This design comes from an exercise in tuning for small area, a short achievable clock period and few clock cycles per item on the open sky130 flow, not from production work. Function was not checked in any run shown here: the RTL went through the layout flow alone. Power figures rest on the tool's default switching activity, not on a simulated workload.

## flow/design.v (module list and top-level ports; edited modules follow where they fit)
// module booth_multiplier: 588 lines
// module booth_final_adder: 700 lines
// module booth_pfx1p: 6 lines
// module booth_pfx1g: 5 lines
// module booth_pfx2p: 6 lines
// module booth_pfx2g: 5 lines
// module booth_pfx3p: 6 lines
// module booth_pfx3g: 5 lines
// module booth_pfx4p: 6 lines
// module booth_pfx4g: 5 lines
// module booth_pfx5p: 6 lines
// module booth_pfx5g: 5 lines
// module booth_pfx6g: 5 lines
// module booth_pfx7g: 5 lines
module booth_multiplier(clk, reset_n, multiplier, multiplicand, op_start, op_clear, result, op_done);
  // ...
==> flow/flow/run.sh <==
#!/bin/bash
# Standard layout with two changes: the port buffers are plain buffers (buf_2)
# instead of delay buffers, and synthesis leaves adders to abc (no full-adder
# cells). Registers are untouched by either change.
bash standard.sh ADDER_MAP_FILE= "BUFFER_PORTS_ARGS=-buffer_cell sky130_fd_sc_hd__buf_2" finish > standard.log 2>&1
==> flow/standard.sh <==
#!/bin/bash
# synth_recipe.tcl (not shown) runs the flow's synth.tcl, then flattens the netlist and writes it again
# the make line also repeats each setting of config.mk as NAME=value (left out here)
make -C /OpenROAD-flow-scripts/flow DESIGN_CONFIG=/design/flow/config.mk WORK_HOME=/design/flow/orfs CLKGATE_MAP_FILE= SYNTH_SCRIPT=/design/flow/synth_recipe.tcl "${@:-finish}"
==> flow/config.mk <==
export PLATFORM = sky130hd
export DESIGN_NAME = booth_multiplier
export DESIGN_NICKNAME = booth_multiplier
export VERILOG_FILES = /design/flow/design.v
export SDC_FILE = /design/flow/constraint.sdc
export NUM_CORES = 4
export LEC_CHECK = 0
export CAP_MARGIN = 20
export CORE_MARGIN = 2
export CORE_UTILIZATION = 50
export CTS_CLUSTER_DIAMETER = 100
export CTS_CLUSTER_SIZE = 20
export SETUP_SLACK_MARGIN = 3.3
export SLEW_MARGIN = 20
export SYNTH_HIERARCHICAL = 1
==> flow/constraint.sdc <==
create_clock -name core_clock -period 6.0 [get_ports {clk}]
set_input_delay 1.2000 -clock core_clock [delete_from_list [all_inputs] [get_ports {clk}]]
set_output_delay 1.2000 -clock core_clock [all_outputs]
set_load 0.01 [all_outputs]
==> summary.txt, run 1 <==
via density per instance around 5.7; slack of the worst reg-to-reg path between 3 and 4 ns; run status timing/DRC/antenna clean; global routing usage on met2 0.4536; H-tree depth 1; top library cells by usage in the layout, fill and taps aside xnor2_1 (727), buf_2 (260), a22oi_1 (221), a21o_1 (203), and2_1 (194); number of fillers in the final layout 4700; clk_buf instances 26; final number of max-transition violations 0; Horiz. Die Dim around 240 um; setup violators final 0; Inserted Clock Buffers 20; Top delay family on crit path compound AO/OA/AOI/OAI gates; group with the largest share of power combinational cells; Seq power between 3000 and 4000 uW; remaining max-slew budget at the tightest pin 0.3466; startpoint type of the worst setup path flop; worst hold path class input pin to async pin; placed cell count 3385; number of gates on the worst path with buffers counted 10; clk slew on worst S/H paths 0.09 ns; most common cell after layout, fill and taps aside xnor2_1; FF+latch count roughly 290; Cell Area, Placed 28450 um^2; power density relative to cell area around 520 nW/um^2; routing layer with the top usage in global route met2; number of antenna violations at the first check in global routing 1; Synth Warn # 7; first-iteration detailed-routing DRC count about 1300; clock tree from TritonCTS built; flip-flop and latch share of the layout cell area 0.2383; count of max-cap constraint violations 0; Clk. pwr 1470 uW; area fraction of clock buffers and clock inverters 0.02085; ratio of cells with drive above 1 in the final layout 0.2997; stage delay of the slowest cell on the critical path 0.37 ns; Met2 Wirelength roughly 37 mm; Crit Reg-Reg Startpoint S[0]; global routing usage on met1 0.3785; bufs w/o clock 341; min Tclk post-route 2.711 ns; tap cells 696
==> module booth_multiplier, before the edit <==
module booth_multiplier(clk, reset_n, multiplier, multiplicand, op_start, op_clear, result, op_done);
	input clk, reset_n, op_start, op_clear;
	input [63:0] multiplier, multiplicand;
	output op_done;
	output [127:0] result;
	reg busy, fin, done;
	reg [2:0] cnt;
	wire idle = ~(busy | fin | done);
	wire last = (cnt == 3'd7);
	always @(posedge clk or negedge reset_n)
		if (!reset_n) begin
			busy <= 1'b0; fin <= 1'b0; done <= 1'b0;
		end else if (op_clear) begin
			busy <= 1'b0; fin <= 1'b0; done <= 1'b0;
		end else begin
			busy <= idle ? op_start : (busy & ~last);
			fin <= busy & last;
			done <= fin | done;
		end
	always @(posedge clk)
		cnt <= busy ? cnt + 1'b1 : 3'd0;
	reg [63:0] B;       
	reg [63:0] lo;      
	reg [63:0] S;       
	reg [62:0] C;       
	reg [7:0] DS, DC;  
	reg cf;             
	wire [8:0] eb = idle ? {multiplier[7:0], 1'b0} : lo[15:7];
	wire [3:0] n_one, n_two, n_neg;
	genvar g;
	generate for (g = 0; g < 4; g = g + 1) begin : enc
		assign n_one[g] = eb[2*g+1] ^ eb[2*g];
		assign n_two[g] = (eb[2*g+2] & ~eb[2*g+1] & ~eb[2*g]) | (~eb[2*g+2] & eb[2*g+1] & eb[2*g]);
		assign n_neg[g] = eb[2*g+2];
	end endgenerate
	reg [3:0] e_one, e_two, e_neg;     
	wire [3:0] n_nz = n_one | n_two;
	always @(posedge clk) begin
		e_one <= n_one; e_two <= n_two; e_neg <= n_neg;
	end
	wire [3:0] negb = e_neg;
	wire [64:0] bx = {B[63], B};
	wire [64:0] bx2 = {B, 1'b0};
	wire [64:0] pp0, px0;
	assign px0[64:0] = {65{e_neg[0]}} ^ (({65{e_one[0]}} & bx[64:0]) | ({65{e_two[0]}} & bx2[64:0]));
	assign pp0 = {~px0[64], px0[63:0]};
	wire [64:0] pp1, px1;
	assign px1[64:0] = {65{e_neg[1]}} ^ (({65{e_one[1]}} & bx[64:0]) | ({65{e_two[1]}} & bx2[64:0]));
	assign pp1 = {~px1[64], px1[63:0]};
	wire [64:0] pp2, px2;
	assign px2[64:0] = {65{e_neg[2]}} ^ (({65{e_one[2]}} & bx[64:0]) | ({65{e_two[2]}} & bx2[64:0]));
	assign pp2 = {~px2[64], px2[63:0]};
	wire [64:0] pp3, px3;
	assign px3[64:0] = {65{e_neg[3]}} ^ (({65{e_one[3]}} & bx[64:0]) | ({65{e_two[3]}} & bx2[64:0]));
	assign pp3 = {~px3[64], px3[63:0]};
	wire fs1 = S[0] ^ C[0] ^ negb[0];
	wire fc1 = (S[0] & C[0]) | (S[0] & negb[0]) | (C[0] & negb[0]);
	wire fs2 = S[1] ^ C[1] ^ fc1;
	wire fc2 = (S[1] & C[1]) | (S[1] & fc1) | (C[1] & fc1);
	wire fs3 = S[2] ^ C[2] ^ negb[1];
	wire fc3 = (S[2] & C[2]) | (S[2] & negb[1]) | (C[2] & negb[1]);
	wire fs4 = pp0[2] ^ pp1[0] ^ fs3;
	wire fc4 = (pp0[2] & pp1[0]) | (pp0[2] & fs3) | (pp1[0] & fs3);
	wire fs5 = S[3] ^ C[3] ^ fc3;
	wire fc5 = (S[3] & C[3]) | (S[3] & fc3) | (C[3] & fc3);
	wire fs6 = pp0[3] ^ pp1[1] ^ fc4;
	wire fc6 = (pp0[3] & pp1[1]) | (pp0[3] & fc4) | (pp1[1] & fc4);
	wire fs7 = S[4] ^ C[4] ^ negb[2];
	wire fc7 = (S[4] & C[4]) | (S[4] & negb[2]) | (C[4] & negb[2]);
	wire fs8 = pp0[4] ^ pp1[2] ^ pp2[0];
	wire fc8 = (pp0[4] & pp1[2]) | (pp0[4] & pp2[0]) | (pp1[2] & pp2[0]);
	wire fs9 = fs7 ^ fc5 ^ fs8;
	wire fc9 = (fs7 & fc5) | (fs7 & fs8) | (fc5 & fs8);
	wire fs10 = S[5] ^ C[5] ^ fc7;
	wire fc10 = (S[5] & C[5]) | (S[5] & fc7) | (C[5] & fc7);
	wire fs11 = pp0[5] ^ pp1[3] ^ pp2[1];
	wire fc11 = (pp0[5] & pp1[3]) | (pp0[5] & pp2[1]) | (pp1[3] & pp2[1]);
	wire fs12 = fc8 ^ fs10 ^ fs11;
	wire fc12 = (fc8 & fs10) | (fc8 & fs11) | (fs10 & fs11);
	wire fs13 = S[6] ^ C[6] ^ negb[3];
	wire fc13 = (S[6] & C[6]) | (S[6] & negb[3]) | (C[6] & negb[3]);
	wire fs14 = pp0[6] ^ pp1[4] ^ pp2[2];
	wire fc14 = (pp0[6] & pp1[4]) | (pp0[6] & pp2[2]) | (pp1[4] & pp2[2]);
	wire fs15 = pp3[0] ^ fs13 ^ fc10;
	wire fc15 = (pp3[0] & fs13) | (pp3[0] & fc10) | (fs13 & fc10);
	wire fs16 = fc11 ^ fs14 ^ fs15;
	wire fc16 = (fc11 & fs14) | (fc11 & fs15) | (fs14 & fs15);
	wire fs17 = S[7] ^ C[7] ^ fc13;
	wire fc17 = (S[7] & C[7]) | (S[7] & fc13) | (C[7] & fc13);
	wire fs18 = pp0[7] ^ pp1[5] ^ pp2[3];
	wire fc18 = (pp0[7] & pp1[5]) | (pp0[7] & pp2[3]) | (pp1[5] & pp2[3]);
	wire fs19 = pp3[1] ^ fc14 ^ fs17;
	wire fc19 = (pp3[1] & fc14) | (pp3[1] & fs17) | (fc14 & fs17);
	wire fs20 = fs18 ^ fc15 ^ fs19;
	wire fc20 = (fs18 & fc15) | (fs18 & fs19) | (fc15 & fs19);
	wire fs21 = S[8] ^ C[8] ^ pp0[8];
	wire fc21 = (S[8] & C[8]) | (S[8] & pp0[8]) | (C[8] & pp0[8]);
	wire fs22 = pp1[6] ^ pp2[4] ^ pp3[2];
	wire fc22 = (pp1[6] & pp2[4]) | (pp1[6] & pp3[2]) | (pp2[4] & pp3[2]);
	wire fs23 = fc17 ^ fc18 ^ fs21;
	wire fc23 = (fc17 & fc18) | (fc17 & fs21) | (fc18 & fs21);
	wire fs24 = fs22 ^ fc19 ^ fs23;
	wire fc24 = (fs22 & fc19) | (fs22 & fs23) | (fc19 & fs23);
	wire fs25 = S[9] ^ C[9] ^ pp0[9];
	wire fc25 = (S[9] & C[9]) | (S[9] & pp0[9]) | (C[9] & pp0[9]);
	wire fs26 = pp1[7] ^ pp2[5] ^ pp3[3];
	wire fc26 = (pp1[7] & pp2[5]) | (pp1[7] & pp3[3]) | (pp2[5] & pp3[3]);
	wire fs27 = fc21 ^ fc22 ^ fs25;
	wire fc27 = (fc21 & fc22) | (fc21 & fs25) | (fc22 & fs25);
	wire fs28 = fs26 ^ fc23 ^ fs27;
	wire fc28 = (fs26 & fc23) | (fs26 & fs27) | (fc23 & fs27);
	wire fs29 = S[10] ^ C[10] ^ pp0[10];
	wire fc29 = (S[10] & C[10]) | (S[10] & pp0[10]) | (C[10] & pp0[10]);
	wire fs30 = pp1[8] ^ pp2[6] ^ pp3[4];
	wire fc30 = (pp1[8] & pp2[6]) | (pp1[8] & pp3[4]) | (pp2[6] & pp3[4]);
	wire fs31 = fc25 ^ fc26 ^ fs29;
	wire fc31 = (fc25 & fc26) | (fc25 & fs29) | (fc26 & fs29);
	wire fs32 = fs30 ^ fc27 ^ fs31;
	wire fc32 = (fs30 & fc27) | (fs30 & fs31) | (fc27 & fs31);
	wire fs33 = S[11] ^ C[11] ^ pp0[11];
	wire fc33 = (S[11] & C[11]) | (S[11] & pp0[11]) | (C[11] & pp0[11]);
	wire fs34 = pp1[9] ^ pp2[7] ^ pp3[5];
	wire fc34 = (pp1[9] & pp2[7]) | (pp1[9] & pp3[5]) | (pp2[7] & pp3[5]);
	wire fs35 = fc29 ^ fc30 ^ fs33;
	wire fc35 = (fc29 & fc30) | (fc29 & fs33) | (fc30 & fs33);
	wire fs36 = fs34 ^ fc31 ^ fs35;
	wire fc36 = (fs34 & fc31) | (fs34 & fs35) | (fc31 & fs35);
	wire fs37 = S[12] ^ C[12] ^ pp0[12];
	wire fc37 = (S[12] & C[12]) | (S[12] & pp0[12]) | (C[12] & pp0[12]);
	wire fs38 = pp1[10] ^ pp2[8] ^ pp3[6];
	wire fc38 = (pp1[10] & pp2[8]) | (pp1[10] & pp3[6]) | (pp2[8] & pp3[6]);
	wire fs39 = fc33 ^ fc34 ^ fs37;
	wire fc39 = (fc33 & fc34) | (fc33 & fs37) | (fc34 & fs37);
	wire fs40 = fs38 ^ fc35 ^ fs39;
	wire fc40 = (fs38 & fc35) | (fs38 & fs39) | (fc35 & fs39);
	wire fs41 = S[13] ^ C[13] ^ pp0[13];
	wire fc41 = (S[13] & C[13]) | (S[13] & pp0[13]) | (C[13] & pp0[13]);
	wire fs42 = pp1[11] ^ pp2[9] ^ pp3[7];
	wire fc42 = (pp1[11] & pp2[9]) | (pp1[11] & pp3[7]) | (pp2[9] & pp3[7]);
	wire fs43 = fc37 ^ fc38 ^ fs41;
	wire fc43 = (fc37 & fc38) | (fc37 & fs41) | (fc38 & fs41);
	wire fs44 = fs42 ^ fc39 ^ fs43;
	wire fc44 = (fs42 & fc39) | (fs42 & fs43) | (fc39 & fs43);
	wire fs45 = S[14] ^ C[14] ^ pp0[14];
	wire fc45 = (S[14] & C[14]) | (S[14] & pp0[14]) | (C[14] & pp0[14]);
	wire fs46 = pp1[12] ^ pp2[10] ^ pp3[8];
	wire fc46 = (pp1[12] & pp2[10]) | (pp1[12] & pp3[8]) | (pp2[10] & pp3[8]);
	wire fs47 = fc41 ^ fc42 ^ fs45;
	wire fc47 = (fc41 & fc42) | (fc41 & fs45) | (fc42 & fs45);
	wire fs48 = fs46 ^ fc43 ^ fs47;
	wire fc48 = (fs46 & fc43) | (fs46 & fs47) | (fc43 & fs47);
	wire fs49 = S[15] ^ C[15] ^ pp0[15];
	wire fc49 = (S[15] & C[15]) | (S[15] & pp0[15]) | (C[15] & pp0[15]);
	wire fs50 = pp1[13] ^ pp2[11] ^ pp3[9];
	wire fc50 = (pp1[13] & pp2[11]) | (pp1[13] & pp3[9]) | (pp2[11] & pp3[9]);
	wire fs51 = fc45 ^ fc46 ^ fs49;
	wire fc51 = (fc45 & fc46) | (fc45 & fs49) | (fc46 & fs49);
	wire fs52 = fs50 ^ fc47 ^ fs51;
	wire fc52 = (fs50 & fc47) | (fs50 & fs51) | (fc47 & fs51);
	wire fs53 = S[16] ^ C[16] ^ pp0[16];
	wire fc53 = (S[16] & C[16]) | (S[16] & pp0[16]) | (C[16] & pp0[16]);
	wire fs54 = pp1[14] ^ pp2[12] ^ pp3[10];
	wire fc54 = (pp1[14] & pp2[12]) | (pp1[14] & pp3[10]) | (pp2[12] & pp3[10]);
	wire fs55 = fc49 ^ fc50 ^ fs53;
	wire fc55 = (fc49 & fc50) | (fc49 & fs53) | (fc50 & fs53);
	wire fs56 = fs54 ^ fc51 ^ fs55;
	wire fc56 = (fs54 & fc51) | (fs54 & fs55) | (fc51 & fs55);
	wire fs57 = S[17] ^ C[17] ^ pp0[17];
	wire fc57 = (S[17] & C[17]) | (S[17] & pp0[17]) | (C[17] & pp0[17]);
	wire fs58 = pp1[15] ^ pp2[13] ^ pp3[11];
	wire fc58 = (pp1[15] & pp2[13]) | (pp1[15] & pp3[11]) | (pp2[13] & pp3[11]);
	wire fs59 = fc53 ^ fc54 ^ fs57;
	wire fc59 = (fc53 & fc54) | (fc53 & fs57) | (fc54 & fs57);
	wire fs60 = fs58 ^ fc55 ^ fs59;
	wire fc60 = (fs58 & fc55) | (fs58 & fs59) | (fc55 & fs59);
	wire fs61 = S[18] ^ C[18] ^ pp0[18];
	wire fc61 = (S[18] & C[18]) | (S[18] & pp0[18]) | (C[18] & pp0[18]);
	wire fs62 = pp1[16] ^ pp2[14] ^ pp3[12];
	wire fc62 = (pp1[16] & pp2[14]) | (pp1[16] & pp3[12]) | (pp2[14] & pp3[12]);
	wire fs63 = fc57 ^ fc58 ^ fs61;
	wire fc63 = (fc57 & fc58) | (fc57 & fs61) | (fc58 & fs61);
	wire fs64 = fs62 ^ fc59 ^ fs63;
	wire fc64 = (fs62 & fc59) | (fs62 & fs63) | (fc59 & fs63);
	wire fs65 = S[19] ^ C[19] ^ pp0[19];
	wire fc65 = (S[19] & C[19]) | (S[19] & pp0[19]) | (C[19] & pp0[19]);
	wire fs66 = pp1[17] ^ pp2[15] ^ pp3[13];
	wire fc66 = (pp1[17] & pp2[15]) | (pp1[17] & pp3[13]) | (pp2[15] & pp3[13]);
	wire fs67 = fc61 ^ fc62 ^ fs65;
	wire fc67 = (fc61 & fc62) | (fc61 & fs65) | (fc62 & fs65);
	wire fs68 = fs66 ^ fc63 ^ fs67;
	wire fc68 = (fs66 & fc63) | (fs66 & fs67) | (fc63 & fs67);
	wire fs69 = S[20] ^ C[20] ^ pp0[20];
	wire fc69 = (S[20] & C[20]) | (S[20] & pp0[20]) | (C[20] & pp0[20]);
	wire fs70 = pp1[18] ^ pp2[16] ^ pp3[14];
	wire fc70 = (pp1[18] & pp2[16]) | (pp1[18] & pp3[14]) | (pp2[16] & pp3[14]);
	wire fs71 = fc65 ^ fc66 ^ fs69;
	wire fc71 = (fc65 & fc66) | (fc65 & fs69) | (fc66 & fs69);
	wire fs72 = fs70 ^ fc67 ^ fs71;
	wire fc72 = (fs70 & fc67) | (fs70 & fs71) | (fc67 & fs71);
	wire fs73 = S[21] ^ C[21] ^ pp0[21];
	wire fc73 = (S[21] & C[21]) | (S[21] & pp0[21]) | (C[21] & pp0[21]);
	wire fs74 = pp1[19] ^ pp2[17] ^ pp3[15];
	wire fc74 = (pp1[19] & pp2[17]) | (pp1[19] & pp3[15]) | (pp2[17] & pp3[15]);
	wire fs75 = fc69 ^ fc70 ^ fs73;
	wire fc75 = (fc69 & fc70) | (fc69 & fs73) | (fc70 & fs73);
	wire fs76 = fs74 ^ fc71 ^ fs75;
	wire fc76 = (fs74 & fc71) | (fs74 & fs75) | (fc71 & fs75);
	wire fs77 = S[22] ^ C[22] ^ pp0[22];
	wire fc77 = (S[22] & C[22]) | (S[22] & pp0[22]) | (C[22] & pp0[22]);
	wire fs78 = pp1[20] ^ pp2[18] ^ pp3[16];
	wire fc78 = (pp1[20] & pp2[18]) | (pp1[20] & pp3[16]) | (pp2[18] & pp3[16]);
	wire fs79 = fc73 ^ fc74 ^ fs77;
	wire fc79 = (fc73 & fc74) | (fc73 & fs77) | (fc74 & fs77);
	wire fs80 = fs78 ^ fc75 ^ fs79;
	wire fc80 = (fs78 & fc75) | (fs78 & fs79) | (fc75 & fs79);
	wire fs81 = S[23] ^ C[23] ^ pp0[23];
	wire fc81 = (S[23] & C[23]) | (S[23] & pp0[23]) | (C[23] & pp0[23]);
	wire fs82 = pp1[21] ^ pp2[19] ^ pp3[17];
	wire fc82 = (pp1[21] & pp2[19]) | (pp1[21] & pp3[17]) | (pp2[19] & pp3[17]);
	wire fs83 = fc77 ^ fc78 ^ fs81;
	wire fc83 = (fc77 & fc78) | (fc77 & fs81) | (fc78 & fs81);
	wire fs84 = fs82 ^ fc79 ^ fs83;
	wire fc84 = (fs82 & fc79) | (fs82 & fs83) | (fc79 & fs83);
	wire fs85 = S[24] ^ C[24] ^ pp0[24];
	wire fc85 = (S[24] & C[24]) | (S[24] & pp0[24]) | (C[24] & pp0[24]);
	wire fs86 = pp1[22] ^ pp2[20] ^ pp3[18];
	wire fc86 = (pp1[22] & pp2[20]) | (pp1[22] & pp3[18]) | (pp2[20] & pp3[18]);
	wire fs87 = fc81 ^ fc82 ^ fs85;
	wire fc87 = (fc81 & fc82) | (fc81 & fs85) | (fc82 & fs85);
	wire fs88 = fs86 ^ fc83 ^ fs87;
	wire fc88 = (fs86 & fc83) | (fs86 & fs87) | (fc83 & fs87);
	wire fs89 = S[25] ^ C[25] ^ pp0[25];
	wire fc89 = (S[25] & C[25]) | (S[25] & pp0[25]) | (C[25] & pp0[25]);
	wire fs90 = pp1[23] ^ pp2[21] ^ pp3[19];
	wire fc90 = (pp1[23] & pp2[21]) | (pp1[23] & pp3[19]) | (pp2[21] & pp3[19]);
	wire fs91 = fc85 ^ fc86 ^ fs89;
	wire fc91 = (fc85 & fc86) | (fc85 & fs89) | (fc86 & fs89);
	wire fs92 = fs90 ^ fc87 ^ fs91;
	wire fc92 = (fs90 & fc87) | (fs90 & fs91) | (fc87 & fs91);
	wire fs93 = S[26] ^ C[26] ^ pp0[26];
	wire fc93 = (S[26] & C[26]) | (S[26] & pp0[26]) | (C[26] & pp0[26]);
	wire fs94 = pp1[24] ^ pp2[22] ^ pp3[20];
	wire fc94 = (pp1[24] & pp2[22]) | (pp1[24] & pp3[20]) | (pp2[22] & pp3[20]);
	wire fs95 = fc89 ^ fc90 ^ fs93;
	wire fc95 = (fc89 & fc90) | (fc89 & fs93) | (fc90 & fs93);
	wire fs96 = fs94 ^ fc91 ^ fs95;
	wire fc96 = (fs94 & fc91) | (fs94 & fs95) | (fc91 & fs95);
	wire fs97 = S[27] ^ C[27] ^ pp0[27];
	wire fc97 = (S[27] & C[27]) | (S[27] & pp0[27]) | (C[27] & pp0[27]);
	wire fs98 = pp1[25] ^ pp2[23] ^ pp3[21];
	wire fc98 = (pp1[25] & pp2[23]) | (pp1[25] & pp3[21]) | (pp2[23] & pp3[21]);
	wire fs99 = fc93 ^ fc94 ^ fs97;
	wire fc99 = (fc93 & fc94) | (fc93 & fs97) | (fc94 & fs97);
	wire fs100 = fs98 ^ fc95 ^ fs99;
	wire fc100 = (fs98 & fc95) | (fs98 & fs99) | (fc95 & fs99);
	wire fs101 = S[28] ^ C[28] ^ pp0[28];
	wire fc101 = (S[28] & C[28]) | (S[28] & pp0[28]) | (C[28] & pp0[28]);
	wire fs102 = pp1[26] ^ pp2[24] ^ pp3[22];
	wire fc102 = (pp1[26] & pp2[24]) | (pp1[26] & pp3[22]) | (pp2[24] & pp3[22]);
	wire fs103 = fc97 ^ fc98 ^ fs101;
	wire fc103 = (fc97 & fc98) | (fc97 & fs101) | (fc98 & fs101);
	wire fs104 = fs102 ^ fc99 ^ fs103;
	wire fc104 = (fs102 & fc99) | (fs102 & fs103) | (fc99 & fs103);
	wire fs105 = S[29] ^ C[29] ^ pp0[29];
	wire fc105 = (S[29] & C[29]) | (S[29] & pp0[29]) | (C[29] & pp0[29]);
	wire fs106 = pp1[27] ^ pp2[25] ^ pp3[23];
	wire fc106 = (pp1[27] & pp2[25]) | (pp1[27] & pp3[23]) | (pp2[25] & pp3[23]);
	wire fs107 = fc101 ^ fc102 ^ fs105;
	wire fc107 = (fc101 & fc102) | (fc101 & fs105) | (fc102 & fs105);
	wire fs108 = fs106 ^ fc103 ^ fs107;
	wire fc108 = (fs106 & fc103) | (fs106 & fs107) | (fc103 & fs107);
	wire fs109 = S[30] ^ C[30] ^ pp0[30];
	wire fc109 = (S[30] & C[30]) | (S[30] & pp0[30]) | (C[30] & pp0[30]);
	wire fs110 = pp1[28] ^ pp2[26] ^ pp3[24];
	wire fc110 = (pp1[28] & pp2[26]) | (pp1[28] & pp3[24]) | (pp2[26] & pp3[24]);
	wire fs111 = fc105 ^ fc106 ^ fs109;
	wire fc111 = (fc105 & fc106) | (fc105 & fs109) | (fc106 & fs109);
	wire fs112 = fs110 ^ fc107 ^ fs111;
	wire fc112 = (fs110 & fc107) | (fs110 & fs111) | (fc107 & fs111);
	wire fs113 = S[31] ^ C[31] ^ pp0[31];
	wire fc113 = (S[31] & C[31]) | (S[31] & pp0[31]) | (C[31] & pp0[31]);
	wire fs114 = pp1[29] ^ pp2[27] ^ pp3[25];
	wire fc114 = (pp1[29] & pp2[27]) | (pp1[29] & pp3[25]) | (pp2[27] & pp3[25]);
	wire fs115 = fc109 ^ fc110 ^ fs113;
	wire fc115 = (fc109 & fc110) | (fc109 & fs113) | (fc110 & fs113);
	wire fs116 = fs114 ^ fc111 ^ fs115;
	wire fc116 = (fs114 & fc111) | (fs114 & fs115) | (fc111 & fs115);
	wire fs117 = S[32] ^ C[32] ^ pp0[32];
	wire fc117 = (S[32] & C[32]) | (S[32] & pp0[32]) | (C[32] & pp0[32]);
	wire fs118 = pp1[30] ^ pp2[28] ^ pp3[26];
	wire fc118 = (pp1[30] & pp2[28]) | (pp1[30] & pp3[26]) | (pp2[28] & pp3[26]);
	wire fs119 = fc113 ^ fc114 ^ fs117;
	wire fc119 = (fc113 & fc114) | (fc113 & fs117) | (fc114 & fs117);
	wire fs120 = fs118 ^ fc115 ^ fs119;
	wire fc120 = (fs118 & fc115) | (fs118 & fs119) | (fc115 & fs119);
	wire fs121 = S[33] ^ C[33] ^ pp0[33];
	wire fc121 = (S[33] & C[33]) | (S[33] & pp0[33]) | (C[33] & pp0[33]);
	wire fs122 = pp1[31] ^ pp2[29] ^ pp3[27];
	wire fc122 = (pp1[31] & pp2[29]) | (pp1[31] & pp3[27]) | (pp2[29] & pp3[27]);
	wire fs123 = fc117 ^ fc118 ^ fs121;
	wire fc123 = (fc117 & fc118) | (fc117 & fs121) | (fc118 & fs121);
	wire fs124 = fs122 ^ fc119 ^ fs123;
	wire fc124 = (fs122 & fc119) | (fs122 & fs123) | (fc119 & fs123);
	wire fs125 = S[34] ^ C[34] ^ pp0[34];
	wire fc125 = (S[34] & C[34]) | (S[34] & pp0[34]) | (C[34] & pp0[34]);
	wire fs126 = pp1[32] ^ pp2[30] ^ pp3[28];
	wire fc126 = (pp1[32] & pp2[30]) | (pp1[32] & pp3[28]) | (pp2[30] & pp3[28]);
	wire fs127 = fc121 ^ fc122 ^ fs125;
	wire fc127 = (fc121 & fc122) | (fc121 & fs125) | (fc122 & fs125);
	wire fs128 = fs126 ^ fc123 ^ fs127;
	wire fc128 = (fs126 & fc123) | (fs126 & fs127) | (fc123 & fs127);
	wire fs129 = S[35] ^ C[35] ^ pp0[35];
	wire fc129 = (S[35] & C[35]) | (S[35] & pp0[35]) | (C[35] & pp0[35]);
	wire fs130 = pp1[33] ^ pp2[31] ^ pp3[29];
	wire fc130 = (pp1[33] & pp2[31]) | (pp1[33] & pp3[29]) | (pp2[31] & pp3[29]);
	wire fs131 = fc125 ^ fc126 ^ fs129;
	wire fc131 = (fc125 & fc126) | (fc125 & fs129) | (fc126 & fs129);
	wire fs132 = fs130 ^ fc127 ^ fs131;
	wire fc132 = (fs130 & fc127) | (fs130 & fs131) | (fc127 & fs131);
	wire fs133 = S[36] ^ C[36] ^ pp0[36];
	wire fc133 = (S[36] & C[36]) | (S[36] & pp0[36]) | (C[36] & pp0[36]);
	wire fs134 = pp1[34] ^ pp2[32] ^ pp3[30];
	wire fc134 = (pp1[34] & pp2[32]) | (pp1[34] & pp3[30]) | (pp2[32] & pp3[30]);
	wire fs135 = fc129 ^ fc130 ^ fs133;
	wire fc135 = (fc129 & fc130) | (fc129 & fs133) | (fc130 & fs133);
	wire fs136 = fs134 ^ fc131 ^ fs135;
	wire fc136 = (fs134 & fc131) | (fs134 & fs135) | (fc131 & fs135);
	wire fs137 = S[37] ^ C[37] ^ pp0[37];
	wire fc137 = (S[37] & C[37]) | (S[37] & pp0[37]) | (C[37] & pp0[37]);
	wire fs138 = pp1[35] ^ pp2[33] ^ pp3[31];
	wire fc138 = (pp1[35] & pp2[33]) | (pp1[35] & pp3[31]) | (pp2[33] & pp3[31]);
	wire fs139 = fc133 ^ fc134 ^ fs137;
	wire fc139 = (fc133 & fc134) | (fc133 & fs137) | (fc134 & fs137);
	wire fs140 = fs138 ^ fc135 ^ fs139;
	wire fc140 = (fs138 & fc135) | (fs138 & fs139) | (fc135 & fs139);
	wire fs141 = S[38] ^ C[38] ^ pp0[38];
	wire fc141 = (S[38] & C[38]) | (S[38] & pp0[38]) | (C[38] & pp0[38]);
	wire fs142 = pp1[36] ^ pp2[34] ^ pp3[32];
	wire fc142 = (pp1[36] & pp2[34]) | (pp1[36] & pp3[32]) | (pp2[34] & pp3[32]);
	wire fs143 = fc137 ^ fc138 ^ fs141;
	wire fc143 = (fc137 & fc138) | (fc137 & fs141) | (fc138 & fs141);
	wire fs144 = fs142 ^ fc139 ^ fs143;
	wire fc144 = (fs142 & fc139) | (fs142 & fs143) | (fc139 & fs143);
	wire fs145 = S[39] ^ C[39] ^ pp0[39];
	wire fc145 = (S[39] & C[39]) | (S[39] & pp0[39]) | (C[39] & pp0[39]);
	wire fs146 = pp1[37] ^ pp2[35] ^ pp3[33];
	wire fc146 = (pp1[37] & pp2[35]) | (pp1[37] & pp3[33]) | (pp2[35] & pp3[33]);
	wire fs147 = fc141 ^ fc142 ^ fs145;
	wire fc147 = (fc141 & fc142) | (fc141 & fs145) | (fc142 & fs145);
	wire fs148 = fs146 ^ fc143 ^ fs147;
	wire fc148 = (fs146 & fc143) | (fs146 & fs147) | (fc143 & fs147);
	wire fs149 = S[40] ^ C[40] ^ pp0[40];
	wire fc149 = (S[40] & C[40]) | (S[40] & pp0[40]) | (C[40] & pp0[40]);
	wire fs150 = pp1[38] ^ pp2[36] ^ pp3[34];
	wire fc150 = (pp1[38] & pp2[36]) | (pp1[38] & pp3[34]) | (pp2[36] & pp3[34]);
	wire fs151 = fc145 ^ fc146 ^ fs149;
	wire fc151 = (fc145 & fc146) | (fc145 & fs149) | (fc146 & fs149);
	wire fs152 = fs150 ^ fc147 ^ fs151;
	wire fc152 = (fs150 & fc147) | (fs150 & fs151) | (fc147 & fs151);
	wire fs153 = S[41] ^ C[41] ^ pp0[41];
	wire fc153 = (S[41] & C[41]) | (S[41] & pp0[41]) | (C[41] & pp0[41]);
	wire fs154 = pp1[39] ^ pp2[37] ^ pp3[35];
	wire fc154 = (pp1[39] & pp2[37]) | (pp1[39] & pp3[35]) | (pp2[37] & pp3[35]);
	wire fs155 = fc149 ^ fc150 ^ fs153;
	wire fc155 = (fc149 & fc150) | (fc149 & fs153) | (fc150 & fs153);
	wire fs156 = fs154 ^ fc151 ^ fs155;
	wire fc156 = (fs154 & fc151) | (fs154 & fs155) | (fc151 & fs155);
	wire fs157 = S[42] ^ C[42] ^ pp0[42];
	wire fc157 = (S[42] & C[42]) | (S[42] & pp0[42]) | (C[42] & pp0[42]);
	wire fs158 = pp1[40] ^ pp2[38] ^ pp3[36];
	wire fc158 = (pp1[40] & pp2[38]) | (pp1[40] & pp3[36]) | (pp2[38] & pp3[36]);
	wire fs159 = fc153 ^ fc154 ^ fs157;
	wire fc159 = (fc153 & fc154) | (fc153 & fs157) | (fc154 & fs157);
	wire fs160 = fs158 ^ fc155 ^ fs159;
	wire fc160 = (fs158 & fc155) | (fs158 & fs159) | (fc155 & fs159);
	wire fs161 = S[43] ^ C[43] ^ pp0[43];
	wire fc161 = (S[43] & C[43]) | (S[43] & pp0[43]) | (C[43] & pp0[43]);
	wire fs162 = pp1[41] ^ pp2[39] ^ pp3[37];
	wire fc162 = (pp1[41] & pp2[39]) | (pp1[41] & pp3[37]) | (pp2[39] & pp3[37]);
	wire fs163 = fc157 ^ fc158 ^ fs161;
	wire fc163 = (fc157 & fc158) | (fc157 & fs161) | (fc158 & fs161);
	wire fs164 = fs162 ^ fc159 ^ fs163;
	wire fc164 = (fs162 & fc159) | (fs162 & fs163) | (fc159 & fs163);
	wire fs165 = S[44] ^ C[44] ^ pp0[44];
	wire fc165 = (S[44] & C[44]) | (S[44] & pp0[44]) | (C[44] & pp0[44]);
	wire fs166 = pp1[42] ^ pp2[40] ^ pp3[38];
	wire fc166 = (pp1[42] & pp2[40]) | (pp1[42] & pp3[38]) | (pp2[40] & pp3[38]);
	wire fs167 = fc161 ^ fc162 ^ fs165;
	wire fc167 = (fc161 & fc162) | (fc161 & fs165) | (fc162 & fs165);
	wire fs168 = fs166 ^ fc163 ^ fs167;
	wire fc168 = (fs166 & fc163) | (fs166 & fs167) | (fc163 & fs167);
	wire fs169 = S[45] ^ C[45] ^ pp0[45];
	wire fc169 = (S[45] & C[45]) | (S[45] & pp0[45]) | (C[45] & pp0[45]);
	wire fs170 = pp1[43] ^ pp2[41] ^ pp3[39];
	wire fc170 = (pp1[43] & pp2[41]) | (pp1[43] & pp3[39]) | (pp2[41] & pp3[39]);
	wire fs171 = fc165 ^ fc166 ^ fs169;
	wire fc171 = (fc165 & fc166) | (fc165 & fs169) | (fc166 & fs169);
	wire fs172 = fs170 ^ fc167 ^ fs171;
	wire fc172 = (fs170 & fc167) | (fs170 & fs171) | (fc167 & fs171);
	wire fs173 = S[46] ^ C[46] ^ pp0[46];
	wire fc173 = (S[46] & C[46]) | (S[46] & pp0[46]) | (C[46] & pp0[46]);
	wire fs174 = pp1[44] ^ pp2[42] ^ pp3[40];
	wire fc174 = (pp1[44] & pp2[42]) | (pp1[44] & pp3[40]) | (pp2[42] & pp3[40]);
	wire fs175 = fc169 ^ fc170 ^ fs173;
	wire fc175 = (fc169 & fc170) | (fc169 & fs173) | (fc170 & fs173);
	wire fs176 = fs174 ^ fc171 ^ fs175;
	wire fc176 = (fs174 & fc171) | (fs174 & fs175) | (fc171 & fs175);
	wire fs177 = S[47] ^ C[47] ^ pp0[47];
	wire fc177 = (S[47] & C[47]) | (S[47] & pp0[47]) | (C[47] & pp0[47]);
	wire fs178 = pp1[45] ^ pp2[43] ^ pp3[41];
	wire fc178 = (pp1[45] & pp2[43]) | (pp1[45] & pp3[41]) | (pp2[43] & pp3[41]);
	wire fs179 = fc173 ^ fc174 ^ fs177;
	wire fc179 = (fc173 & fc174) | (fc173 & fs177) | (fc174 & fs177);
	wire fs180 = fs178 ^ fc175 ^ fs179;
	wire fc180 = (fs178 & fc175) | (fs178 & fs179) | (fc175 & fs179);
	wire fs181 = S[48] ^ C[48] ^ pp0[48];
	wire fc181 = (S[48] & C[48]) | (S[48] & pp0[48]) | (C[48] & pp0[48]);
	wire fs182 = pp1[46] ^ pp2[44] ^ pp3[42];
	wire fc182 = (pp1[46] & pp2[44]) | (pp1[46] & pp3[42]) | (pp2[44] & pp3[42]);
	wire fs183 = fc177 ^ fc178 ^ fs181;
	wire fc183 = (fc177 & fc178) | (fc177 & fs181) | (fc178 & fs181);
	wire fs184 = fs182 ^ fc179 ^ fs183;
	wire fc184 = (fs182 & fc179) | (fs182 & fs183) | (fc179 & fs183);
	wire fs185 = S[49] ^ C[49] ^ pp0[49];
	wire fc185 = (S[49] & C[49]) | (S[49] & pp0[49]) | (C[49] & pp0[49]);
	wire fs186 = pp1[47] ^ pp2[45] ^ pp3[43];
	wire fc186 = (pp1[47] & pp2[45]) | (pp1[47] & pp3[43]) | (pp2[45] & pp3[43]);
	wire fs187 = fc181 ^ fc182 ^ fs185;
	wire fc187 = (fc181 & fc182) | (fc181 & fs185) | (fc182 & fs185);
	wire fs188 = fs186 ^ fc183 ^ fs187;
	wire fc188 = (fs186 & fc183) | (fs186 & fs187) | (fc183 & fs187);
	wire fs189 = S[50] ^ C[50] ^ pp0[50];
	wire fc189 = (S[50] & C[50]) | (S[50] & pp0[50]) | (C[50] & pp0[50]);
	wire fs190 = pp1[48] ^ pp2[46] ^ pp3[44];
	wire fc190 = (pp1[48] & pp2[46]) | (pp1[48] & pp3[44]) | (pp2[46] & pp3[44]);
	wire fs191 = fc185 ^ fc186 ^ fs189;
	wire fc191 = (fc185 & fc186) | (fc185 & fs189) | (fc186 & fs189);
	wire fs192 = fs190 ^ fc187 ^ fs191;
	wire fc192 = (fs190 & fc187) | (fs190 & fs191) | (fc187 & fs191);
	wire fs193 = S[51] ^ C[51] ^ pp0[51];
	wire fc193 = (S[51] & C[51]) | (S[51] & pp0[51]) | (C[51] & pp0[51]);
	wire fs194 = pp1[49] ^ pp2[47] ^ pp3[45];
	wire fc194 = (pp1[49] & pp2[47]) | (pp1[49] & pp3[45]) | (pp2[47] & pp3[45]);
	wire fs195 = fc189 ^ fc190 ^ fs193;
	wire fc195 = (fc189 & fc190) | (fc189 & fs193) | (fc190 & fs193);
	wire fs196 = fs194 ^ fc191 ^ fs195;
	wire fc196 = (fs194 & fc191) | (fs194 & fs195) | (fc191 & fs195);
	wire fs197 = S[52] ^ C[52] ^ pp0[52];
	wire fc197 = (S[52] & C[52]) | (S[52] & pp0[52]) | (C[52] & pp0[52]);
	wire fs198 = pp1[50] ^ pp2[48] ^ pp3[46];
	wire fc198 = (pp1[50] & pp2[48]) | (pp1[50] & pp3[46]) | (pp2[48] & pp3[46]);
	wire fs199 = fc193 ^ fc194 ^ fs197;
	wire fc199 = (fc193 & fc194) | (fc193 & fs197) | (fc194 & fs197);
	wire fs200 = fs198 ^ fc195 ^ fs199;
	wire fc200 = (fs198 & fc195) | (fs198 & fs199) | (fc195 & fs199);
	wire fs201 = S[53] ^ C[53] ^ pp0[53];
	wire fc201 = (S[53] & C[53]) | (S[53] & pp0[53]) | (C[53] & pp0[53]);
	wire fs202 = pp1[51] ^ pp2[49] ^ pp3[47];
	wire fc202 = (pp1[51] & pp2[49]) | (pp1[51] & pp3[47]) | (pp2[49] & pp3[47]);
	wire fs203 = fc197 ^ fc198 ^ fs201;
	wire fc203 = (fc197 & fc198) | (fc197 & fs201) | (fc198 & fs201);
	wire fs204 = fs202 ^ fc199 ^ fs203;
	wire fc204 = (fs202 & fc199) | (fs202 & fs203) | (fc199 & fs203);
	wire fs205 = S[54] ^ C[54] ^ pp0[54];
	wire fc205 = (S[54] & C[54]) | (S[54] & pp0[54]) | (C[54] & pp0[54]);
	wire fs206 = pp1[52] ^ pp2[50] ^ pp3[48];
	wire fc206 = (pp1[52] & pp2[50]) | (pp1[52] & pp3[48]) | (pp2[50] & pp3[48]);
	wire fs207 = fc201 ^ fc202 ^ fs205;
	wire fc207 = (fc201 & fc202) | (fc201 & fs205) | (fc202 & fs205);
	wire fs208 = fs206 ^ fc203 ^ fs207;
	wire fc208 = (fs206 & fc203) | (fs206 & fs207) | (fc203 & fs207);
	wire fs209 = S[55] ^ C[55] ^ pp0[55];
	wire fc209 = (S[55] & C[55]) | (S[55] & pp0[55]) | (C[55] & pp0[55]);
	wire fs210 = pp1[53] ^ pp2[51] ^ pp3[49];
	wire fc210 = (pp1[53] & pp2[51]) | (pp1[53] & pp3[49]) | (pp2[51] & pp3[49]);
	wire fs211 = fc205 ^ fc206 ^ fs209;
	wire fc211 = (fc205 & fc206) | (fc205 & fs209) | (fc206 & fs209);
	wire fs212 = fs210 ^ fc207 ^ fs211;
	wire fc212 = (fs210 & fc207) | (fs210 & fs211) | (fc207 & fs211);
	wire fs213 = S[56] ^ C[56] ^ pp0[56];
	wire fc213 = (S[56] & C[56]) | (S[56] & pp0[56]) | (C[56] & pp0[56]);
	wire fs214 = pp1[54] ^ pp2[52] ^ pp3[50];
	wire fc214 = (pp1[54] & pp2[52]) | (pp1[54] & pp3[50]) | (pp2[52] & pp3[50]);
	wire fs215 = fc209 ^ fc210 ^ fs213;
	wire fc215 = (fc209 & fc210) | (fc209 & fs213) | (fc210 & fs213);
	wire fs216 = fs214 ^ fc211 ^ fs215;
	wire fc216 = (fs214 & fc211) | (fs214 & fs215) | (fc211 & fs215);
	wire fs217 = S[57] ^ C[57] ^ pp0[57];
	wire fc217 = (S[57] & C[57]) | (S[57] & pp0[57]) | (C[57] & pp0[57]);
	wire fs218 = pp1[55] ^ pp2[53] ^ pp3[51];
	wire fc218 = (pp1[55] & pp2[53]) | (pp1[55] & pp3[51]) | (pp2[53] & pp3[51]);
	wire fs219 = fc213 ^ fc214 ^ fs217;
	wire fc219 = (fc213 & fc214) | (fc213 & fs217) | (fc214 & fs217);
	wire fs220 = fs218 ^ fc215 ^ fs219;
	wire fc220 = (fs218 & fc215) | (fs218 & fs219) | (fc215 & fs219);
	wire fs221 = S[58] ^ C[58] ^ pp0[58];
	wire fc221 = (S[58] & C[58]) | (S[58] & pp0[58]) | (C[58] & pp0[58]);
	wire fs222 = pp1[56] ^ pp2[54] ^ pp3[52];
	wire fc222 = (pp1[56] & pp2[54]) | (pp1[56] & pp3[52]) | (pp2[54] & pp3[52]);
	wire fs223 = fc217 ^ fc218 ^ fs221;
	wire fc223 = (fc217 & fc218) | (fc217 & fs221) | (fc218 & fs221);
	wire fs224 = fs222 ^ fc219 ^ fs223;
	wire fc224 = (fs222 & fc219) | (fs222 & fs223) | (fc219 & fs223);
	wire fs225 = S[59] ^ C[59] ^ pp0[59];
	wire fc225 = (S[59] & C[59]) | (S[59] & pp0[59]) | (C[59] & pp0[59]);
	wire fs226 = pp1[57] ^ pp2[55] ^ pp3[53];
	wire fc226 = (pp1[57] & pp2[55]) | (pp1[57] & pp3[53]) | (pp2[55] & pp3[53]);
	wire fs227 = fc221 ^ fc222 ^ fs225;
	wire fc227 = (fc221 & fc222) | (fc221 & fs225) | (fc222 & fs225);
	wire fs228 = fs226 ^ fc223 ^ fs227;
	wire fc228 = (fs226 & fc223) | (fs226 & fs227) | (fc223 & fs227);
	wire fs229 = S[60] ^ C[60] ^ pp0[60];
	wire fc229 = (S[60] & C[60]) | (S[60] & pp0[60]) | (C[60] & pp0[60]);
	wire fs230 = pp1[58] ^ pp2[56] ^ pp3[54];
	wire fc230 = (pp1[58] & pp2[56]) | (pp1[58] & pp3[54]) | (pp2[56] & pp3[54]);
	wire fs231 = fc225 ^ fc226 ^ fs229;
	wire fc231 = (fc225 & fc226) | (fc225 & fs229) | (fc226 & fs229);
	wire fs232 = fs230 ^ fc227 ^ fs231;
	wire fc232 = (fs230 & fc227) | (fs230 & fs231) | (fc227 & fs231);
	wire fs233 = S[61] ^ C[61] ^ pp0[61];
	wire fc233 = (S[61] & C[61]) | (S[61] & pp0[61]) | (C[61] & pp0[61]);
	wire fs234 = pp1[59] ^ pp2[57] ^ pp3[55];
	wire fc234 = (pp1[59] & pp2[57]) | (pp1[59] & pp3[55]) | (pp2[57] & pp3[55]);
	wire fs235 = fc229 ^ fc230 ^ fs233;
	wire fc235 = (fc229 & fc230) | (fc229 & fs233) | (fc230 & fs233);
	wire fs236 = fs234 ^ fc231 ^ fs235;
	wire fc236 = (fs234 & fc231) | (fs234 & fs235) | (fc231 & fs235);
	wire fs237 = S[62] ^ C[62] ^ pp0[62];
	wire fc237 = (S[62] & C[62]) | (S[62] & pp0[62]) | (C[62] & pp0[62]);
	wire fs238 = pp1[60] ^ pp2[58] ^ pp3[56];
	wire fc238 = (pp1[60] & pp2[58]) | (pp1[60] & pp3[56]) | (pp2[58] & pp3[56]);
	wire fs239 = fc233 ^ fc234 ^ fs237;
	wire fc239 = (fc233 & fc234) | (fc233 & fs237) | (fc234 & fs237);
	wire fs240 = fs238 ^ fc235 ^ fs239;
	wire fc240 = (fs238 & fc235) | (fs238 & fs239) | (fc235 & fs239);
	wire fs241 = ~(S[63] ^ pp0[63]);
	wire fc241 = S[63] | pp0[63];
	wire fs242 = pp1[61] ^ pp2[59] ^ pp3[57];
	wire fc242 = (pp1[61] & pp2[59]) | (pp1[61] & pp3[57]) | (pp2[59] & pp3[57]);
	wire fs243 = fc237 ^ fc238 ^ fs241;
	wire fc243 = (fc237 & fc238) | (fc237 & fs241) | (fc238 & fs241);
	wire fs244 = fs242 ^ fc239 ^ fs243;
	wire fc244 = (fs242 & fc239) | (fs242 & fs243) | (fc239 & fs243);
	wire fs245 = pp0[64] ^ pp1[62] ^ pp2[60];
	wire fc245 = (pp0[64] & pp1[62]) | (pp0[64] & pp2[60]) | (pp1[62] & pp2[60]);
	wire fs246 = pp3[58] ^ fc241 ^ fc242;
	wire fc246 = (pp3[58] & fc241) | (pp3[58] & fc242) | (fc241 & fc242);
	wire fs247 = fs245 ^ fc243 ^ fs246;
	wire fc247 = (fs245 & fc243) | (fs245 & fs246) | (fc243 & fs246);
	wire fs248 = ~(pp1[63] ^ pp2[61]);
	wire fc248 = pp1[63] | pp2[61];
	wire fs249 = pp3[59] ^ fc245 ^ fs248;
	wire fc249 = (pp3[59] & fc245) | (pp3[59] & fs248) | (fc245 & fs248);
	wire fs250 = fc246 ^ fs249 ^ fc247;
	wire fc250 = (fc246 & fs249) | (fc246 & fc247) | (fs249 & fc247);
	wire fs251 = pp1[64] ^ pp2[62] ^ pp3[60];
	wire fc251 = (pp1[64] & pp2[62]) | (pp1[64] & pp3[60]) | (pp2[62] & pp3[60]);
	wire fs252 = fc248 ^ fs251 ^ fc249;
	wire fc252 = (fc248 & fs251) | (fc248 & fc249) | (fs251 & fc249);
	wire fs253 = ~(pp2[63] ^ pp3[61]);
	wire fc253 = pp2[63] | pp3[61];
	wire fs254 = fc251 ^ fs253 ^ fc252;
	wire fc254 = (fc251 & fs253) | (fc251 & fc252) | (fs253 & fc252);
	wire fs255 = pp2[64] ^ pp3[62] ^ fc253;
	wire fc255 = (pp2[64] & pp3[62]) | (pp2[64] & fc253) | (pp3[62] & fc253);
	wire fs256 = ~(pp3[63] ^ fc255);
	wire fc256 = pp3[63] | fc255;
	wire [71:0] sp = {1'b0, pp3[64], fs256, fs255, fs254, fs252, fs250, fc244, fc240, fc236, fc232, fc228, fc224, fc220, fc216, fc212, fc208, fc204, fc200, fc196, fc192, fc188, fc184, fc180, fc176, fc172, fc168, fc164, fc160, fc156, fc152, fc148, fc144, fc140, fc136, fc132, fc128, fc124, fc120, fc116, fc112, fc108, fc104, fc100, fc96, fc92, fc88, fc84, fc80, fc76, fc72, fc68, fc64, fc60, fc56, fc52, fc48, fc44, fc40, fc36, fc32, fc28, fc24, fc20, fc16, fc12, fc9, fc6, fs5, fc2, pp0[1], pp0[0]};
	wire [71:0] cp = {1'b0, fc256, 1'b0, fc254, 1'b0, fc250, 1'b0, fs247, fs244, fs240, fs236, fs232, fs228, fs224, fs220, fs216, fs212, fs208, fs204, fs200, fs196, fs192, fs188, fs184, fs180, fs176, fs172, fs168, fs164, fs160, fs156, fs152, fs148, fs144, fs140, fs136, fs132, fs128, fs124, fs120, fs116, fs112, fs108, fs104, fs100, fs96, fs92, fs88, fs84, fs80, fs76, fs72, fs68, fs64, fs60, fs56, fs52, fs48, fs44, fs40, fs36, fs32, fs28, fs24, fs20, fs16, fs12, fs9, fs6, fs4, fs2, fs1};
	wire [63:0] s_next = {(sp[71] | cp[71]) ^ last, sp[70:8]};
	wire [62:0] c_next = cp[70:8];
	wire [71:0] asum;
	wire acarry;
	booth_final_adder u_add(.S(S), .C(C), .DS(DS), .DC(DC), .cf(cf), .asum(asum), .acarry(acarry));
	wire [63:0] hi = asum[71:8];
	wire first = busy & (cnt == 3'd0);
	always @(posedge clk) begin
		DS <= busy ? sp[7:0] : 8'b0;
		DC <= busy ? cp[7:0] : 8'b0;
		cf <= busy & ~first & acarry;
		B <= idle ? multiplicand : B;
		lo <= (busy | fin) ? {asum[7:0], lo[63:8]} : (done ? lo : multiplier);
		S <= busy ? s_next : (idle ? {1'b1, 63'b0} : hi);
		C <= busy ? c_next : 63'b0;
	end
	assign result = {S, lo};
	assign op_done = done;
endmodule
==> inputs of run 2 (changes only) <==
--- a/flow/design.v
+++ b/flow/design.v
@@ -59,38 +59,38 @@
 	wire fc2 = (S[1] & C[1]) | (S[1] & fc1) | (C[1] & fc1);
 	wire fs3 = S[2] ^ C[2] ^ negb[1];
 	wire fc3 = (S[2] & C[2]) | (S[2] & negb[1]) | (C[2] & negb[1]);
-	wire fs4 = pp0[2] ^ pp1[0] ^ fs3;
-	wire fc4 = (pp0[2] & pp1[0]) | (pp0[2] & fs3) | (pp1[0] & fs3);
+	wire fs4 = fs3 ^ pp0[2] ^ pp1[0];
+	wire fc4 = (fs3 & pp0[2]) | (fs3 & pp1[0]) | (pp0[2] & pp1[0]);
 	wire fs5 = S[3] ^ C[3] ^ fc3;
 	wire fc5 = (S[3] & C[3]) | (S[3] & fc3) | (C[3] & fc3);
-	wire fs6 = pp0[3] ^ pp1[1] ^ fc4;
-	wire fc6 = (pp0[3] & pp1[1]) | (pp0[3] & fc4) | (pp1[1] & fc4);
+	wire fs6 = pp0[3] ^ pp1[1] ^ fs5;
+	wire fc6 = (pp0[3] & pp1[1]) | (pp0[3] & fs5) | (pp1[1] & fs5);
 	wire fs7 = S[4] ^ C[4] ^ negb[2];
 	wire fc7 = (S[4] & C[4]) | (S[4] & negb[2]) | (C[4] & negb[2]);
-	wire fs8 = pp0[4] ^ pp1[2] ^ pp2[0];
-	wire fc8 = (pp0[4] & pp1[2]) | (pp0[4] & pp2[0]) | (pp1[2] & pp2[0]);
-	wire fs9 = fs7 ^ fc5 ^ fs8;
-	wire fc9 = (fs7 & fc5) | (fs7 & fs8) | (fc5 & fs8);
+	wire fs8 = fs7 ^ pp0[4] ^ pp1[2];
+	wire fc8 = (fs7 & pp0[4]) | (fs7 & pp1[2]) | (pp0[4] & pp1[2]);
+	wire fs9 = pp2[0] ^ fc5 ^ fs8;
+	wire fc9 = (pp2[0] & fc5) | (pp2[0] & fs8) | (fc5 & fs8);
 	wire fs10 = S[5] ^ C[5] ^ fc7;
 	wire fc10 = (S[5] & C[5]) | (S[5] & fc7) | (C[5] & fc7);
 	wire fs11 = pp0[5] ^ pp1[3] ^ pp2[1];
 	wire fc11 = (pp0[5] & pp1[3]) | (pp0[5] & pp2[1]) | (pp1[3] & pp2[1]);
-	wire fs12 = fc8 ^ fs10 ^ fs11;
-	wire fc12 = (fc8 & fs10) | (fc8 & fs11) | (fs10 & fs11);
+	wire fs12 = fs10 ^ fc8 ^ fs11;
+	wire fc12 = (fs10 & fc8) | (fs10 & fs11) | (fc8 & fs11);
 	wire fs13 = S[6] ^ C[6] ^ negb[3];
 	wire fc13 = (S[6] & C[6]) | (S[6] & negb[3]) | (C[6] & negb[3]);
-	wire fs14 = pp0[6] ^ pp1[4] ^ pp2[2];
-	wire fc14 = (pp0[6] & pp1[4]) | (pp0[6] & pp2[2]) | (pp1[4] & pp2[2]);
-	wire fs15 = pp3[0] ^ fs13 ^ fc10;
-	wire fc15 = (pp3[0] & fs13) | (pp3[0] & fc10) | (fs13 & fc10);
+	wire fs14 = fs13 ^ pp0[6] ^ pp1[4];
+	wire fc14 = (fs13 & pp0[6]) | (fs13 & pp1[4]) | (pp0[6] & pp1[4]);
+	wire fs15 = pp2[2] ^ pp3[0] ^ fc10;
+	wire fc15 = (pp2[2] & pp3[0]) | (pp2[2] & fc10) | (pp3[0] & fc10);
 	wire fs16 = fc11 ^ fs14 ^ fs15;
 	wire fc16 = (fc11 & fs14) | (fc11 & fs15) | (fs14 & fs15);
 	wire fs17 = S[7] ^ C[7] ^ fc13;
 	wire fc17 = (S[7] & C[7]) | (S[7] & fc13) | (C[7] & fc13);
 	wire fs18 = pp0[7] ^ pp1[5] ^ pp2[3];
 	wire fc18 = (pp0[7] & pp1[5]) | (pp0[7] & pp2[3]) | (pp1[5] & pp2[3]);
-	wire fs19 = pp3[1] ^ fc14 ^ fs17;
-	wire fc19 = (pp3[1] & fc14) | (pp3[1] & fs17) | (fc14 & fs17);
+	wire fs19 = pp3[1] ^ fs17 ^ fc14;
+	wire fc19 = (pp3[1] & fs17) | (pp3[1] & fc14) | (fs17 & fc14);
 	wire fs20 = fs18 ^ fc15 ^ fs19;
 	wire fc20 = (fs18 & fc15) | (fs18 & fs19) | (fc15 & fs19);
 	wire fs21 = S[8] ^ C[8] ^ pp0[8];
@@ -551,22 +551,22 @@
 	wire fc248 = pp1[63] | pp2[61];
 	wire fs249 = pp3[59] ^ fc245 ^ fs248;
 	wire fc249 = (pp3[59] & fc245) | (pp3[59] & fs248) | (fc245 & fs248);
-	wire fs250 = fc246 ^ fs249 ^ fc247;
-	wire fc250 = (fc246 & fs249) | (fc246 & fc247) | (fs249 & fc247);
+	wire fs250 = fc246 ^ fs249;
+	wire fc250 = fc246 & fs249;
 	wire fs251 = pp1[64] ^ pp2[62] ^ pp3[60];
 	wire fc251 = (pp1[64] & pp2[62]) | (pp1[64] & pp3[60]) | (pp2[62] & pp3[60]);
 	wire fs252 = fc248 ^ fs251 ^ fc249;
 	wire fc252 = (fc248 & fs251) | (fc248 & fc249) | (fs251 & fc249);
 	wire fs253 = ~(pp2[63] ^ pp3[61]);
 	wire fc253 = pp2[63] | pp3[61];
-	wire fs254 = fc251 ^ fs253 ^ fc252;
-	wire fc254 = (fc251 & fs253) | (fc251 & fc252) | (fs253 & fc252);
+	wire fs254 = fc251 ^ fs253;
+	wire fc254 = fc251 & fs253;
 	wire fs255 = pp2[64] ^ pp3[62] ^ fc253;
 	wire fc255 = (pp2[64] & pp3[62]) | (pp2[64] & fc253) | (pp3[62] & fc253);
 	wire fs256 = ~(pp3[63] ^ fc255);
 	wire fc256 = pp3[63] | fc255;
-	wire [71:0] sp = {1'b0, pp3[64], fs256, fs255, fs254, fs252, fs250, fc244, fc240, fc236, fc232, fc228, fc224, fc220, fc216, fc212, fc208, fc204, fc200, fc196, fc192, fc188, fc184, fc180, fc176, fc172, fc168, fc164, fc160, fc156, fc152, fc148, fc144, fc140, fc136, fc132, fc128, fc124, fc120, fc116, fc112, fc108, fc104, fc100, fc96, fc92, fc88, fc84, fc80, fc76, fc72, fc68, fc64, fc60, fc56, fc52, fc48, fc44, fc40, fc36, fc32, fc28, fc24, fc20, fc16, fc12, fc9, fc6, fs5, fc2, pp0[1], pp0[0]};
-	wire [71:0] cp = {1'b0, fc256, 1'b0, fc254, 1'b0, fc250, 1'b0, fs247, fs244, fs240, fs236, fs232, fs228, fs224, fs220, fs216, fs212, fs208, fs204, fs200, fs196, fs192, fs188, fs184, fs180, fs176, fs172, fs168, fs164, fs160, fs156, fs152, fs148, fs144, fs140, fs136, fs132, fs128, fs124, fs120, fs116, fs112, fs108, fs104, fs100, fs96, fs92, fs88, fs84, fs80, fs76, fs72, fs68, fs64, fs60, fs56, fs52, fs48, fs44, fs40, fs36, fs32, fs28, fs24, fs20, fs16, fs12, fs9, fs6, fs4, fs2, fs1};
+	wire [71:0] sp = {1'b0, pp3[64], fs256, fc254, fs254, fc250, fs250, fs247, fc240, fc236, fc232, fc228, fc224, fc220, fc216, fc212, fc208, fc204, fc200, fc196, fc192, fc188, fc184, fc180, fc176, fc172, fc168, fc164, fc160, fc156, fc152, fc148, fc144, fc140, fc136, fc132, fc128, fc124, fc120, fc116, fc112, fc108, fc104, fc100, fc96, fc92, fc88, fc84, fc80, fc76, fc72, fc68, fc64, fc60, fc56, fc52, fc48, fc44, fc40, fc36, fc32, fc28, fc24, fc20, fc16, fc12, fc9, fc6, fc4, fc2, pp0[1], fs1};
+	wire [71:0] cp = {1'b0, fc256, 1'b0, fs255, fc252, fs252, fc247, fc244, fs244, fs240, fs236, fs232, fs228, fs224, fs220, fs216, fs212, fs208, fs204, fs200, fs196, fs192, fs188, fs184, fs180, fs176, fs172, fs168, fs164, fs160, fs156, fs152, fs148, fs144, fs140, fs136, fs132, fs128, fs124, fs120, fs116, fs112, fs108, fs104, fs100, fs96, fs92, fs88, fs84, fs80, fs76, fs72, fs68, fs64, fs60, fs56, fs52, fs48, fs44, fs40, fs36, fs32, fs28, fs24, fs20, fs16, fs12, fs9, fs6, fs4, fs2, pp0[0]};
 	wire [63:0] s_next = {(sp[71] | cp[71]) ^ last, sp[70:8]};
 	wire [62:0] c_next = cp[70:8];
 	wire [71:0] asum;
==> run 2 against run 1 <==
Compared with the run above: critical path depth is 1 higher; power down 7.4%; non-clock buffer count rose by 23; sequential power is 4% lower; largest cell class unchanged; register-to-register slack worse by 0.02 ns; core utilization grew 0.85 points; synthesized cell count increased by 2.6%.
==> summary.txt, run 2 <==
total die area 56480 um^2 (was 55950 um^2); post-route clock period utilization 0.4557 (was 0.4518); Top delay family on crit path compound AO/OA/AOI/OAI gates (unchanged); required arrival time at the worst endpoint 6.47 ns (was 6.46 ns); type of the worst setup path flop to flop (unchanged); slack of the worst reg-to-reg path 3.27 ns (was 3.29 ns); Power Total 14690 uW (was 15870 uW); highest ir drop seen on vdd 0.0002492 V (was 0.0002872 V); cell area after synthesis 27300 um^2 (was 27030 um^2); DRT Wirelength 85.55 mm (was 77.88 mm); Worst-Skew Late Latency 0.58 ns (was 0.57 ns); total overflow reported by the global router 0 (unchanged); Buffers & Inverters on Critical Path 1 (was 0); number of gates on the worst path with buffers counted 11 (was 10); Horiz. Die Dim 237.7 um (was 236.5 um); post-synthesis average cell area 10.29 um^2 (was 10.46 um^2); largest net degree at the start of global routing 65 (was 89); port bufs 260 (unchanged); half-perimeter wire length of the detailed placement result 55.42 mm (was 52.15 mm); final estimated routing congestion in global placement 0.8550 (was 0.8336); core region area 53920 um^2 (was 53600 um^2); routing layer with the top usage in global route met2 (unchanged); Crit. End Element flop (unchanged); height of the chip 237.7 um (was 236.5 um); remaining number of nets flagged by the antenna check after routing 0 (unchanged); Crit Reg-Reg Startpoint S[15] (was S[0]); top flop regs B (64), S (64), lo (64) (unchanged); stage delay of the slowest cell on the critical path 0.39 ns (was 0.37 ns); number of remaining DRC errors 0 (unchanged); First-pass DRT Iterations 6 (unchanged); global-route wire length before repair 127.9 mm (was 119.5 mm); library cell used as clock root buffer clkbuf_16 (unchanged); measured slew at the worst slew-check pin 0.8603 ns (was 0.9801 ns); critical path arrival 3.20 ns (was 3.17 ns); count of max-cap constraint violations 0 (unchanged); clk sinks 289 (was 287); clock tree from TritonCTS built (unchanged); startpoint type of the worst setup path flop (unchanged); cell with the largest stage delay on the worst path dfxtp_4 (was dfxtp_2); CTS Hold Bufs 0 (unchanged); sequential standard cell area 7288 um^2 (was 7221 um^2); Final Skew 0.03015 ns (was 0.02517 ns); post-route insts no fill 3570 (was 3487); RR Endpoint S[63] (unchanged); clk slew on worst S/H paths 0.08 ns (was 0.09 ns); first-iteration detailed-routing DRC count 1496 (was 1341); global routing usage on met2 0.4961 (was 0.4536); Synth Warn # 7 (unchanged); end of the critical path S[63] (unchanged); H-tree depth 1 (unchanged); setup violators final 0 (unchanged); count of final hold-check violations 0 (unchanged); Cell Area, Placed 28650 um^2 (was 28450 um^2); via count of the first global-routing pass 21260 (was 20000); Critical Path, Cell by Cell and2_2 > a21o_1 > a21o_1 > a21o_1 > a21o_4 > a21o_4 > buf_12 > a21o_4 > a21o_1 > xor2_1 > o31a_1 (was and2_2 > a21o_1 > a21o_1 > a21o_1 > a21o_4 > a21o_4 > a21o_4 > a21o_1 > xor2_1 > o31a_1); total area of multi-input combinational cells 19470 um^2 (was 19280 um^2); worst setup path startpoint S[15] (was S[0]); global routing usage on met1 0.3778 (was 0.3785); top library cells by usage in the layout, fill and taps aside xnor2_1 (533), buf_2 (260), a21o_1 (201), a22oi_1 (190), xor2_1 (146) (was xnor2_1 (727), buf_2 (260), a22oi_1 (221), a21o_1 (203), and2_1 (194)); Post-layout nets 2989 (was 2907); run status timing/DRC/antenna clean (unchanged); Synth-to-Final Area Change 13.32% (was 12.08%); Initial Utilization 0.5063 (was 0.5044); number of primary I/O pins 261 (unchanged); number of antenna violations at the first check in global routing 3 (was 1); via count 21290 (was 19960); Setup TNS 0 ns (unchanged); GRT met3 Usage 0.04099 (was 0.03299); Inserted Clock Buffers 21 (was 20); final routed wire length divided by cell count 23.96 um (was 22.33 um); maximum clock rate 365.7 MHz (was 368.9 MHz); FF-to-FF path depth 11 (was 10); reported leakage power 0.01348 uW (was 0.01296 uW); via density per instance 5.962 (was 5.723); setup repair after global routing missed its margin yes (unchanged); final number of max-transition violations 0 (unchanged); placed cell count 3443 (was 3385); min Tclk post-route 2.734 ns (was 2.711 ns); remaining max-slew budget at the tightest pin 0.4265 (was 0.3466); fin util 0.5738 (was 0.5653); maximum fanout along the worst path 6 (unchanged); maximum buffer depth of the clock tree 3 (unchanged); instance count of the mapped netlist 2652 (was 2584); worst hold path class input pin to async pin (unchanged); number of fillers in the final layout 4690 (was 4700); power density relative to cell area 474.9 nW/um^2 (was 523.8 nW/um^2); area of all placed cells without fillers 30940 um^2 (was 30300 um^2); number of placement rows 85 (unchanged); CP most frequent cell a21o_1 (unchanged); most common cell after layout, fill and taps aside xnor2_1 (unchanged); ratio of cells with drive above 1 in the final layout 0.2779 (was 0.2997); overall global routing resource usage 0.2911 (was 0.2725)
[run 2: how the worst min path moves through the flow]
stage                     startpoint  endpoint  slack [ns]
after floorplan               cnt[0]    cnt[0]        0.43
after global placement        cnt[0]    cnt[0]        0.45
after detailed placement      cnt[0]    cnt[0]        0.46
after CTS                    reset_n      busy        0.39
after global routing         reset_n      busy        0.39
final                        reset_n      busy        0.41
[run 2: what timing repair did]
item / CTS / global route
cloned: 2 / 3
buffers inserted: 39 / 43
pin swaps: 12 / 22
resized for setup: 94 / 118
setup endpoints to repair: 185 / 105
[run 2: layer usage]
layer | vias up | wire length, um | share of wire
met2 | 666 | 41150 | 0.48
met5 | - | 0 | 0
met1 | 10600 | 36500 | 0.43
li1 | 9879 | - | -
met4 | 0 | 3066 | 0.036
met3 | 146 | 4825 | 0.056
[run 2: where the power goes]
part           leakage (uW)  internal, uW  switching (uW)  total [uW]
logic                0.0104          4960            4900        9860
clock network      0.000346           768             836        1600
registers           0.00272          2510             715        3230
total                0.0135          8250            6450       14700
[run 2: final cells by class]
class,instances,share of cell area
well taps,696,0.02815
repair buffers,364,0.08323
inverters,4,0.0005662
clock inverters,8,0.003599
diodes,2,0.0001618
multi-input cells,2177,0.6293
clock buffers,30,0.01941
flip-flops and latches,289,0.2356
[run 2: through the flow]
step / hold slack [ns] / setup WS [ns]
3_5_place_dp: 0.4601 / 2.530
5_1_grt: 0.3863 / 3.210
6_report: 0.4068 / 3.266
3_3_place_gp: 0.4465 / 2.641
2_1_floorplan: 0.4333 / 3.303
4_1_cts: 0.3880 / 3.241

==> port drivers added, routing unchanged <==
Ports are ideal in the flow. The routed layouts listed here were re-timed in OpenROAD.
Step 1 (the two cells are an assumption about what drives the block):
set clk [get_ports {clk}]
set_driving_cell -lib_cell sky130_fd_sc_hd__clkbuf_16 $clk
set_driving_cell -lib_cell sky130_fd_sc_hd__buf_2 [delete_from_list [all_inputs] $clk]
Step 2 moves the port delays by t, midway between the first and last clock arrival at a register: inputs arrive t later, outputs are due t later. That takes back most of the time a late clock gives input paths.
a / b / c = no drivers / after step 1 / after step 2; a / b = the first two.
| run | t (ns) | setup slack, ns | worst register clock-pin slew, ns |
|---|---|---|---|
| run 1 | 0.620 | 3.289 / 3.289 / 3.289 | 0.09 / 0.09 |
| run 2 | 0.629 | 3.266 / 3.266 / 3.266 | 0.10 / 0.10 |
After both steps setup and hold are still met in every run listed.
